Context: an optimization exercise on an open-source flow, tuned for small area. The choices shown serve that exercise and are no tape-out recipe.
Only simulation tests tie the RTL to the original design; equivalence was not proved.
Power and IR drop assume default switching activity.

`flow/config.mk`:
```
export PLATFORM = sky130hd
export DESIGN_NAME = DSP
export DESIGN_NICKNAME = DSP
export VERILOG_FILES = /design/flow/design.v
export SDC_FILE = /design/flow/constraint.sdc
export NUM_CORES = 4
export LEC_CHECK = 0
export CAP_MARGIN = 20
export CORE_MARGIN = 2
export CORE_UTILIZATION = 45
export SLEW_MARGIN = 20
```
`flow/constraint.sdc`:
```
create_clock -name core_clock -period 8.5 [get_ports {CLK}]
set_input_delay 1.7000 -clock core_clock [delete_from_list [all_inputs] [get_ports {CLK}]]
set_output_delay 1.7000 -clock core_clock [all_outputs]
set_load 0.01 [all_outputs]
```
`flow/design.v`:
```
module reg_and_mux (in,clk,out,rst,enable);   
    parameter rstTYPE="SYNC" ;
    parameter reg_pipeline=1;
    parameter width=18;                    
    input [width-1:0] in;
    input clk;
    input rst;
    input enable;
    output  [width-1:0] out;
    reg [width-1:0] input_to_reg; 
    generate 
        if (rstTYPE=="SYNC")  begin
            always @ (posedge clk) begin
                if(rst) begin
                    input_to_reg<=0;
                end
                else if (enable) begin
                    input_to_reg<=in;
                end
            end
        end
        else if(rstTYPE=="ASYNC")  begin
            always @ (posedge clk or posedge rst) begin
                if(rst) begin
                    input_to_reg<=0;
                end
                else if (enable) begin
                    input_to_reg<=in;
                end
            end
        end    
    endgenerate
    assign out=(reg_pipeline)?input_to_reg:in;
endmodule
module DSP (A,B,C,D,BCIN,CARRYIN,CLK,OPMODE,CEA,CEB,CEC,CED,CECARRYIN,CEM,CEP,CEOPMODE,
RSTA,RSTB,RSTC,RSTD,RSTCARRYIN,RSTM,RSTP,RSTOPMODE,BCOUT,PCOUT,M,P,PCIN,CARRYOUT,CARRYOUTF);
parameter A0REG=0;      
parameter A1REG=1;     
parameter B0REG=0;      
parameter B1REG=1;     
parameter CREG=1;
parameter DREG=1;
parameter MREG=1;
parameter PREG=1;
parameter CARRYINREG=1;
parameter CARRYOUTREG=1;
parameter OPMODEREG=1;
parameter CARRYINSEL="OPMODE[5]";
parameter B_INPUT="DIRECT";
parameter RSTTYPE="SYNC";
input [17:0] A;
input [17:0] B;
input [47:0] C;
input [17:0] D;
input [17:0] BCIN;
input [47:0] PCIN;
input CARRYIN;
input CLK;
input CEA;
input CEB;
input CEC;
input CECARRYIN;
input CED;
input CEM;
input CEOPMODE;
input CEP;
input RSTA;
input RSTB;
input RSTC;
input RSTCARRYIN;
input RSTD;
input RSTM;
input RSTOPMODE;
input RSTP;
input [7:0] OPMODE;
output  [35:0] M;
output  [47:0] P;
output [47:0] PCOUT;
output [17:0] BCOUT;
output CARRYOUT;
output CARRYOUTF;
reg  [17:0] B_OR_BCIN;     
wire [17:0] A0_MUX_OUT;    
wire [17:0] A1_MUX_OUT;    
wire [17:0] B0_MUX_OUT;    
wire [17:0] B1_MUX_OUT;    
wire [47:0] C_MUX_OUT;     
wire [17:0] D_MUX_OUT;     
wire [7:0] OPMODE_MUX_OUT;  
wire [35:0] M_MUX_OUT;     
reg [17:0] pre_add_subtract_out;   
reg [17:0] pre_B1REG_MUX_OUT;      
reg [35:0] multiplier_out;         
reg CARRY_CASCADE_MUX_OUT;         
wire CYI_MUX_OUT;                  
reg [47:0] mux_X_OUT;              
reg [47:0] mux_Z_OUT;              
reg [48:0] post_adder_subtract_out;   
wire [47:0] p_internal;
wire carryout_msb;                  
wire [47:0] concatenated_bus;      
always @ (*)  begin                
    if(B_INPUT=="DIRECT") begin
      B_OR_BCIN=B;
    end
    else if (B_INPUT=="CASCADE") begin
        B_OR_BCIN=BCIN;
    end
    else begin
        B_OR_BCIN=0;
    end
end
reg_and_mux # (.rstTYPE(RSTTYPE),.reg_pipeline(DREG),.width(18)) D_REG   (D,CLK,D_MUX_OUT,RSTD,CED);
reg_and_mux # (.rstTYPE(RSTTYPE),.reg_pipeline(B0REG),.width(18)) B0_REG  (B_OR_BCIN,CLK,B0_MUX_OUT,RSTB,CEB);
reg_and_mux # (.rstTYPE(RSTTYPE),.reg_pipeline(A0REG),.width(18)) A0_REG  (A,CLK,A0_MUX_OUT,RSTA,CEA);
reg_and_mux # (.rstTYPE(RSTTYPE),.reg_pipeline(CREG),.width(48)) C_REG   (C,CLK,C_MUX_OUT,RSTC,CEC);
reg_and_mux # (.rstTYPE(RSTTYPE),.reg_pipeline(A1REG),.width(18)) A1_REG  (A0_MUX_OUT,CLK,A1_MUX_OUT,RSTA,CEA);
reg_and_mux # (.rstTYPE(RSTTYPE),.reg_pipeline(B1REG),.width(18)) B1_REG  (pre_B1REG_MUX_OUT,CLK,B1_MUX_OUT,RSTB,CEB);
reg_and_mux # (.rstTYPE(RSTTYPE),.reg_pipeline(OPMODEREG),.width(8)) OPMODE_REG (OPMODE,CLK,OPMODE_MUX_OUT,RSTOPMODE,CEOPMODE);
reg_and_mux # (.rstTYPE(RSTTYPE),.reg_pipeline(MREG),.width(36)) M_REG   (multiplier_out,CLK,M_MUX_OUT,RSTM,CEM);
reg_and_mux # (.rstTYPE(RSTTYPE),.reg_pipeline(CARRYINREG),.width(1)) CYI_REG (CARRY_CASCADE_MUX_OUT,CLK,CYI_MUX_OUT,RSTCARRYIN,CECARRYIN);
reg_and_mux # (.rstTYPE(RSTTYPE),.reg_pipeline(PREG),.width(48))  P_REG  (post_adder_subtract_out[47:0],CLK,p_internal,RSTP,CEP);
reg_and_mux # (.rstTYPE(RSTTYPE),.reg_pipeline(CARRYOUTREG),.width(1)) CYO_REG (carryout_msb,CLK,CARRYOUT,RSTCARRYIN,CECARRYIN);
always @ (*) begin        
    case(OPMODE_MUX_OUT[6]) 
    1'b0:pre_add_subtract_out=D_MUX_OUT+B0_MUX_OUT;
    1'b1:pre_add_subtract_out=D_MUX_OUT-B0_MUX_OUT;
    default:pre_add_subtract_out=18'b0;
    endcase
end
always @ (*) begin  
    if(OPMODE_MUX_OUT[4]) begin
        pre_B1REG_MUX_OUT=pre_add_subtract_out;
    end
    else begin
        pre_B1REG_MUX_OUT=B0_MUX_OUT;
    end
end
always @ (*)  begin
    multiplier_out=A1_MUX_OUT*B1_MUX_OUT;
end
always @ (*)  begin                 
    if(CARRYINSEL=="CARRYIN") begin
        CARRY_CASCADE_MUX_OUT=CARRYIN;
    end
    else if(CARRYINSEL=="OPMODE[5]")  begin
        CARRY_CASCADE_MUX_OUT=OPMODE_MUX_OUT[5];
    end
    else begin
        CARRY_CASCADE_MUX_OUT=1'b0;
    end
end
assign concatenated_bus={D_MUX_OUT[11:0],A1_MUX_OUT[17:0],B1_MUX_OUT[17:0]};
always @(*) begin
    case (OPMODE_MUX_OUT[1:0])
        0: mux_X_OUT=0;
        1: mux_X_OUT={12'b0,M_MUX_OUT};
        2: mux_X_OUT=p_internal;
        3: mux_X_OUT=concatenated_bus;
    endcase
end
always @(*) begin
    case (OPMODE_MUX_OUT[3:2])
        0: mux_Z_OUT=0;
        1: mux_Z_OUT=PCIN;
        2: mux_Z_OUT=p_internal;
        3: mux_Z_OUT=C_MUX_OUT;
    endcase
end
always @ (*) begin
    if(OPMODE_MUX_OUT[7]) begin
        post_adder_subtract_out=(mux_Z_OUT-(mux_X_OUT+CYI_MUX_OUT));
    end
    else if (OPMODE_MUX_OUT[7]==0) begin
        post_adder_subtract_out=mux_X_OUT+mux_Z_OUT+CYI_MUX_OUT;
    end
    else begin
        post_adder_subtract_out=48'b0;
    end
end
assign P=p_internal;
assign PCOUT=p_internal;
assign carryout_msb=post_adder_subtract_out[48];
assign CARRYOUTF=CARRYOUT;
assign BCOUT=B1_MUX_OUT;
assign M=M_MUX_OUT;
endmodule
```
`flow/run.sh`:
```
#!/bin/bash
# synth_recipe.tcl (not shown) runs the flow's synth.tcl, then flattens the netlist and writes it again
# the make line also repeats each setting of config.mk as NAME=value (left out here)
make -C /OpenROAD-flow-scripts/flow DESIGN_CONFIG=/design/flow/config.mk WORK_HOME=/design/flow/orfs CLKGATE_MAP_FILE= SYNTH_SCRIPT=/design/flow/synth_recipe.tcl finish
```
==> impl_metrics.ini <==
[status]
status = timing/DRC/antenna clean

[floorplanning]
start_util_pct = 45.33
core_area_mm2 = 0.06148
die_width_um = 252.9
die_area_mm2 = 0.06394
io_pins = 346
floorplan.rows = 91
die_y_um = 252.9

[sta]
setup-tns-final_ps = 0
final-max-slew-violation-count = 0
hold_viol_final = 0
clock-skew-final_ps = 17.01
postLayoutSetupSlackWorst_ps = 1194
rsz_0062_raised_after_global_routing = false
hold-worst-slack_ps = 492.8
slew_limit_headroom_pct = 19.60
fin_crit_sh_pct = 85.96
fin_crit_ps = 7306
fmax_mhz = 136.9
worst_pin_slew_ps = 1204
final_setup_vio_count = 0

[clock_network]
postCtsSetupBuffers = 0
cts_buffers = 17
ctsResizeCount = 0
clock_tree.root_cell = sky130_fd_sc_hd__clkbuf_16
cts-hold-fix-buffers = 0
clock-sinks = 196
clock_tree.buffer_depth = 2
tritoncts = built
cts.clk_slew.worst_paths_ps = 80
clock_latency_ps = 510
ctsHtreeMaxLevel = 4

[route]
vias_per_cell = 5.749
detail_route.wl_per_cell_um = 22.11
first_drt_pass_iteration_count = 8
drtAntennaViolNets = 0
finalWirelength_mm = 95.95
initialDrtViolationCount = 1813
total_via_count_in_the_routed_design = 24950
drc = 0

[logic_synthesis]
synth_edf_count = 0
yosysSeqAreaShare_pct = 14.08
syn-instance-count = 3383
synth_area_per_cell_um2 = 8.238
postSynthRegisterBits = 196
combinational_family_with_the_most_area_after_synthesis = adder cells
share_of_synthesized_registers_carrying_an_async_set_or_reset_pct = 0
synth_cell_types = 93
yosys-top-cells-area = sky130_fd_sc_hd__fa_1 19%, sky130_fd_sc_hd__dfxtp_1 14%, sky130_fd_sc_hd__ha_1 12%
synth-simple-area-share_pct = 16.72
syn-cell-area_mm2 = 0.02787
netlist.area_leader.share_pct = 18.75
synth_xor_xnor_area_share_pct = 4.117
synth_fp_nets = 4105
synth_adder_area_share_pct = 30.74
synthesis.yosys.warnings = 7
synthMostInstantiatedCell = sky130_fd_sc_hd__inv_1
synth_area_in_compound_gates_pct = 15.93
yosys.area.top_type = sky130_fd_sc_hd__fa_1
ys.flop_type = sky130_fd_sc_hd__dfxtp_1
synth.cells.most_frequent = 435 x sky130_fd_sc_hd__inv_1, 317 x sky130_fd_sc_hd__nand2_1, 283 x sky130_fd_sc_hd__nor2_1
synthMuxAreaShare_pct = 8.674

[setup_path]
startpoint_type = register
critical_path_buf_inv_count = 3
crit_path_top_delay_cell = sky130_fd_sc_hd__dfxtp_1
critical-path-top-delay-family = adder cells
startpoint = B1_REG.input_to_reg[14]
worst-path-max-fanout = 17
timing_worst_setup_path_type = reg2reg
cp_common_cell = sky130_fd_sc_hd__fa_1
critical_path.cell_chain = nand2_1 -> fa_1 -> inv_1 -> fa_1 -> fa_1 -> fa_1 -> fa_1 -> inv_1 -> fa_1 -> inv_1 -> ha_1 -> nand4_1 -> nor4_1 -> nand2_1 -> a211oi_1 -> o211ai_1 -> a21boi_0 -> mux2i_1 -> o311ai_0
worst-endpoint-arrival_ps = 7660
cpPeakStageDelay_ps = 1080
endpoint_kind = register
worstReg2RegStart = B1_REG.input_to_reg[14]
cp.required_ps = 8850

[global_routing]
grt_overflow_total = 0
grt_usage_pct = 30.29
grt_antenna_before_repair = 2
wire_length_of_the_first_global_routing_pass_mm = 147.8
maximum_number_of_pins_on_one_net_before_global_route_repair = 53
grt_pass1_vias = 25220

[layout]
num-nets-final = 4257
syn_to_final_growth_pct = 14.82
post_layout_nonfiller_instances = 4340
final_layout_size_suffix_gt1_share_pct = 5.891

[place]
hpwl_mm = 75.47
preCtsSetupSlack_ps = 1416
i_o_buffers = 326
replace_congestion = 0.9536
dpl.cell_count = 4306

[power_and_ir_drop]
leakage_nw = 15.03
power.density_cell_area_mw_per_mm2 = 132.4
power.ir.vdd_worst_mv = 0.1865

[hold_path]
min-delay-path-class = reg2reg
hold_path.startpoint = M_REG.input_to_reg[0]

[job]
cap_viol_max_count = 0
cell families after synthesis:
logic type,Yosys count
AND/OR/NAND/NOR,984
buffers and inverters,674
AO/OA/AOI/OAI,640
adder cells (fa/ha/maj),528
multiplexers,230
flip-flops,196
XOR/XNOR,131
path summary, 6_finish.rpt:
kind | to | slack (ps) | cells past startpoint
worst max-delay path | M_REG.input_to_reg[33] | 1190 | 19
worst min-delay path | M_REG.input_to_reg[0] | 490 | 2
worst max register to register | M_REG.input_to_reg[33] | 1190 | 19
worst min register to register | M_REG.input_to_reg[0] | 490 | 2
final cells by class:
| cell class | count | area [µm²] |
|---|---|---|
| timing repair buffer | 371 | 3573 |
| fill | 5858 | 29490 |
| clock buffer | 20 | 456.7 |
| sequential | 196 | 3933 |
| antenna | 2 | 5.005 |
| clock inverter | 12 | 166.4 |
| inverter | 436 | 1637 |
| tap | 790 | 988.4 |
| multi-input combinational | 2513 | 21240 |
report_power, final:
part	internal, mW	total [mW]	leakage, nW	switching, mW
registers	0.996	1.16	1.62	0.163
logic	0.945	2.15	13.1	1.21
clock network	0.485	0.927	0.304	0.442
total	2.43	4.24	15.0	1.81
worst min-delay path, delay by kind of cell (launching register included):
kind | cells | cell delay, ps
flip-flops | 1 | 330
AO/OA/AOI/OAI | 1 | 50
AND/OR/NAND/NOR | 1 | 70
cell usage in the layout, fill, tap and decap left out, types with 21 or more instances in the layout:
cell type,count
sky130_fd_sc_hd__and2_1,152
sky130_fd_sc_hd__a31oi_1,22
sky130_fd_sc_hd__nand3_1,29
sky130_fd_sc_hd__o21ai_0,81
sky130_fd_sc_hd__a22oi_1,21
sky130_fd_sc_hd__o21bai_1,28
sky130_fd_sc_hd__a21oi_1,155
sky130_fd_sc_hd__fa_1,261
sky130_fd_sc_hd__a22o_1,66
sky130_fd_sc_hd__buf_4,46
sky130_fd_sc_hd__mux2_2,83
sky130_fd_sc_hd__inv_1,435
sky130_fd_sc_hd__dfxtp_1,189
sky130_fd_sc_hd__nor2_1,283
sky130_fd_sc_hd__xor2_1,41
sky130_fd_sc_hd__mux2i_1,144
sky130_fd_sc_hd__xnor2_1,90
sky130_fd_sc_hd__a21o_1,66
sky130_fd_sc_hd__nor2b_1,31
sky130_fd_sc_hd__nor3_1,40
sky130_fd_sc_hd__a211oi_1,54
sky130_fd_sc_hd__ha_1,267
sky130_fd_sc_hd__nand2_1,317
sky130_fd_sc_hd__clkdlybuf4s50_1,320
per-stage QoR:
stage | power [mW] | cell area, µm² | utilization (%)
6_report | 4.237 | 32000 | 52.04
5_1_grt | 4.505 | 32000 | 52.04
3_3_place_gp | 3.271 | 31370 | 51.03
4_1_cts | 4.238 | 32000 | 52.04
3_5_place_dp | 3.301 | 31370 | 51.03
2_1_floorplan | 2.558 | 27870 | -
per-layer routing:
metal / GRT usage, % / share of wire (%) / up-vias
met1: 39.51 / 43 / 12293
met5: 0 / 0 / -
met2: 48.85 / 46 / 955
met3: 6.445 / 7.6 / 167
met4: 12.14 / 3.9 / 0
li1: - / - / 11535

[port drivers added, routing unchanged]
In the flow no input, the clock included, has a driving cell. The finished layout below was timed again as built, in two steps. Step 1, drivers: a clkbuf_16 drives CLK and a buf_2 each remaining input, both assumed. Step 2 also shifts input and output timing later by t, the mid clock arrival at the registers, as if the neighbouring blocks saw the same clock. Three values: ideal, step 1, step 2; two values: the first two.
shift t [ns]: 0.568
setup WS [ns]: 1.194 / 1.194 / 1.194
worst register clock-pin slew, ns: 0.09 / 0.09
pins driven straight from the clock port: 1
After both steps setup and hold are still met in this run. The setup slack of this run moves by 0.000 ns with the drivers and by 0.000 ns with both steps.
